What follows belongs to an exercise in optimizing a design on an open flow for small area and a short achievable clock period; a production flow would make more cautious choices. Power figures rest on the tool's default switching activity, not on a simulated workload.

Setup of the reference run:
==> module fixedFloatConversion, before the edit <==
module fixedFloatConversion(
  input wire clk,
  input wire rst,
  input wire[31:0] targetnumber,
  input wire[4:0] fixpointpos,
  input wire opcode,
  output reg[31:0] result);
wire        s  = targetnumber[31];
wire [30:0] t  = targetnumber[30:0];
wire        nz = |t;
wire [4:0] lz;
lzc32 ulz (.w({t ^ {31{s}}, 1'b1}), .lz(lz));
wire [9:0] d     = 10'd150 - {5'd0, fixpointpos} - {2'd0, targetnumber[30:23]};
wire       valid = (d[9:5] == 5'd0);
wire [4:0] bsh   = ~d[4:0];
wire [54:0] xa = {t, 24'd0};
wire [54:0] xb = {31'd0, 1'b1, t[22:0]};
wire [4:0]  sh = opcode ? bsh : lz;
wire ka  = ~opcode & nz;        
wire kb  = opcode & valid;
wire pa1 = ka & lz[4];
wire pa0 = ka & ~lz[4];
wire pb1 = kb & bsh[4];
wire pb0 = kb & ~bsh[4];
wire [54:16] x1 = ({39{pa1}} & xa[38:0]) | ({39{pa0}} & xa[54:16])
                | ({39{pb1}} & xb[38:0]) | ({39{pb0}} & xb[54:16]);
wire [54:24] x2 = sh[3] ? x1[46:16] : x1[54:24];
wire [54:28] x3 = sh[2] ? x2[50:24] : x2[54:28];
wire [54:30] x4 = sh[1] ? x3[52:28] : x3[54:30];
wire [54:31] y  = sh[0] ? x4[53:30] : x4[54:31];
wire st = (~sh[2] & |x2[27:24]) | (~sh[1] & |x3[29:28]) | (~sh[0] & x4[30]);
wire        cin = ~opcode & st;
wire [24:0] vp;                  
prefix_or #(.N(25)) pb (.a({y[54:31], cin}), .y(vp));
wire [23:0] low = y[54:31] ^ ({24{s}} & vp[23:0]);
wire        pow2 = s & (&(t[30:1] | ~t[29:0]));
wire [7:0]  e  = 8'd157 - {3'd0, fixpointpos} - {3'd0, lz} + {7'd0, pow2};
always @(posedge clk) begin
  result[22:0]  <= low[22:0];
  result[30:23] <= opcode ? {{7{s & vp[24]}}, low[23]} : (nz ? e : 8'd0);
  result[31]    <= s & (opcode ? vp[24] : nz);
end
endmodule
==> module prefix_or, before the edit <==
module prefix_or #(parameter N = 32) (
  input  wire [N-1:0] a,
  output wire [N-1:0] y);
  localparam L = 5;               
  wire [N-1:0] p [0:L];
  assign p[0] = a;
  genvar k, i;
  generate
    for (k = 0; k < L; k = k + 1) begin : lv
      for (i = 0; i < N; i = i + 1) begin : bt
        if ((i >> k) & 1)
          assign p[k+1][i] = p[k][i] | p[k][((i >> k) << k) - 1];
        else
          assign p[k+1][i] = p[k][i];
      end
    end
  endgenerate
  assign y = p[L];
endmodule
export LEC_CHECK = 0
export ABC_AREA = 1
export CAP_MARGIN = 20
export CORE_MARGIN = 2
export CORE_UTILIZATION = 40
export SETUP_SLACK_MARGIN = 3
export SLEW_MARGIN = 20
export TNS_END_PERCENT = 0
create_clock -name core_clock -period 9.0 [get_ports {clk}]
standard.sh (not shown) runs the stock make flow with config.mk's settings and CLKGATE_MAP_FILE= SYNTH_SCRIPT=/design/flow/synth_recipe.tcl, a recipe that flattens the netlist after the stock synthesis.
==> flow/flow/run.sh <==
#!/bin/bash
# Standard layout with two changes:
#  - synthesis maps with the ABC script flow/map.abc (registers untouched:
#    abc runs without -dff, so the standard synthesis's flip-flops remain);
#  - the port buffers are the smallest buffer cell.
set -euo pipefail
W=$(pwd)
export BUFFER_PORTS_ARGS="-buffer_cell sky130_fd_sc_hd__buf_1"
{
  echo 'proc abc {args} {'
  echo '  set i [lsearch $args -script]'
  echo "  if {\$i >= 0} { lset args [expr {\$i+1}] $W/flow/map.abc }"
  echo '  yosys abc {*}$args'
  echo '}'
  cat "$W/synth_recipe.tcl"
} > "$W/my_synth.tcl"
sed -E "s#'?SYNTH_SCRIPT=[^ ']*'?#SYNTH_SCRIPT=$W/my_synth.tcl#" "$W/standard.sh" > "$W/my_standard.sh"
grep -q "SYNTH_SCRIPT=$W/my_synth.tcl" "$W/my_standard.sh"
bash "$W/my_standard.sh" > "$W/standard.log" 2>&1
==> flow/flow/map.abc <==
strash
dch -f
map -B 0.9
topo
stime -c
buffer -c
upsize -c
dnsize -c
Every stage of the flow completed for the reference run, and the final layout passed the timing, DRC and antenna checks.
diff inputs: the reference run => the trial run
--- a/flow/design.v
+++ b/flow/design.v
@@ -7,40 +7,34 @@
   input wire opcode,
   output reg[31:0] result);
 wire        s  = targetnumber[31];
 wire [30:0] t  = targetnumber[30:0];
-wire        nz = |t;
+wire [30:0] tp;                  
+prefix_or #(.N(31)) pa (.a(t), .y(tp));
+wire [30:0] mag = t ^ ({31{s}} & {tp[29:0], 1'b0});
+wire        nz  = tp[30];
 wire [4:0] lz;
-lzc32 ulz (.w({t ^ {31{s}}, 1'b1}), .lz(lz));
+lzc32 ulz (.w({mag, 1'b1}), .lz(lz));
 wire [9:0] d     = 10'd150 - {5'd0, fixpointpos} - {2'd0, targetnumber[30:23]};
 wire       valid = (d[9:5] == 5'd0);
 wire [4:0] bsh   = ~d[4:0];
-wire [54:0] xa = {t, 24'd0};
-wire [54:0] xb = {31'd0, 1'b1, t[22:0]};
+wire [54:0] x0 = opcode ? {31'd0, 1'b1, t[22:0]} : {mag, 24'd0};
 wire [4:0]  sh = opcode ? bsh : lz;
-wire ka  = ~opcode & nz;        
-wire kb  = opcode & valid;
-wire pa1 = ka & lz[4];
-wire pa0 = ka & ~lz[4];
-wire pb1 = kb & bsh[4];
-wire pb0 = kb & ~bsh[4];
-wire [54:16] x1 = ({39{pa1}} & xa[38:0]) | ({39{pa0}} & xa[54:16])
-                | ({39{pb1}} & xb[38:0]) | ({39{pb0}} & xb[54:16]);
+wire [54:16] x1 = sh[4] ? x0[38:0]  : x0[54:16];
 wire [54:24] x2 = sh[3] ? x1[46:16] : x1[54:24];
 wire [54:28] x3 = sh[2] ? x2[50:24] : x2[54:28];
 wire [54:30] x4 = sh[1] ? x3[52:28] : x3[54:30];
 wire [54:31] y  = sh[0] ? x4[53:30] : x4[54:31];
-wire st = (~sh[2] & |x2[27:24]) | (~sh[1] & |x3[29:28]) | (~sh[0] & x4[30]);
-wire        cin = ~opcode & st;
-wire [24:0] vp;                  
-prefix_or #(.N(25)) pb (.a({y[54:31], cin}), .y(vp));
-wire [23:0] low = y[54:31] ^ ({24{s}} & vp[23:0]);
-wire        pow2 = s & (&(t[30:1] | ~t[29:0]));
-wire [7:0]  e  = 8'd157 - {3'd0, fixpointpos} - {3'd0, lz} + {7'd0, pow2};
+wire [23:0] vp;                  
+prefix_or #(.N(24)) pb (.a(y[54:31]), .y(vp));
+wire        sb = opcode & s;
+wire        keep = opcode ? valid : nz;
+wire [23:0] low = y[54:31] ^ ({24{sb}} & {vp[22:0], 1'b0});
+wire [7:0]  e  = 8'd157 - {3'd0, fixpointpos} - {3'd0, lz};
 always @(posedge clk) begin
-  result[22:0]  <= low[22:0];
-  result[30:23] <= opcode ? {{7{s & vp[24]}}, low[23]} : (nz ? e : 8'd0);
-  result[31]    <= s & (opcode ? vp[24] : nz);
+  result[22:0]  <= keep ? low[22:0] : 23'd0;
+  result[30:23] <= keep ? (opcode ? {{7{sb & vp[23]}}, low[23]} : e) : 8'd0;
+  result[31]    <= keep & s & (~opcode | vp[23]);
 end
 endmodule
 module lzc32 (
   input  wire [31:0] w,
@@ -72,9 +66,9 @@
 endmodule
 module prefix_or #(parameter N = 32) (
   input  wire [N-1:0] a,
   output wire [N-1:0] y);
-  localparam L = 5;               
+  localparam L = $clog2(N);
   wire [N-1:0] p [0:L];
   assign p[0] = a;
   genvar k, i;
   generate
[summary]
- Both conditions hold for the trial run: the flow ran to the end and the final layout passed the timing, DRC and antenna checks.
- Per the comparison of the trial run with the reference run, number of non-filler instances in the completed layout saw an increase; smallest setup slack after layout saw an increase; worst hold margin saw an increase; total core area saw an increase; switching share of power saw an increase.
- Total I/O pin count: the reference run vs the trial run identical
- Delta (the trial run minus the reference run): peak supply drop went up, number of ordinary inverters in the final layout went up, overall die height went up, synthesized area went up.
- Cmp the reference run and the trial run / wire length / higher: the trial run
- Measured against each other, the reference run and the trial run differ in synthesized cell count, the lower figure coming from the reference run.
- | design area | higher: the trial run |
- The trial run ends up with a growth of design area from synthesis to finish that is 2.9 points higher than in the reference run.
Function was not checked in any run of this note: the RTL went through the layout flow alone.

[static timing again, ports no longer ideal]
No port has a modelled driver above. Below, the same layouts with a new extraction and two added sets of constraints.
Step 1 assumes that a clkbuf_16 drives the clock port and a buf_2 every other input.
Step 2 adds t to the input delays and takes it off the output delays; t is the mean of the earliest and latest rising clock arrival at the registers after step 1. Input paths then give back, and output paths get back, about the clock's delay inside the block.
a / b / c = ideal / step 1 / step 2; a / b = the first two.
run	t (ns)	slack for setup (ns)	worst setup path at the end	cell pins on the clock port's net
the reference run	0.310	3.431 / 3.446 / 3.136	input to register	1
the trial run	0.312	3.453 / 3.463 / 3.151	input to register	1
After both steps every run listed still meets setup and hold. The setup slack of the trial run, which loses most, moves by +0.010 ns with the drivers and by -0.302 ns with both steps.
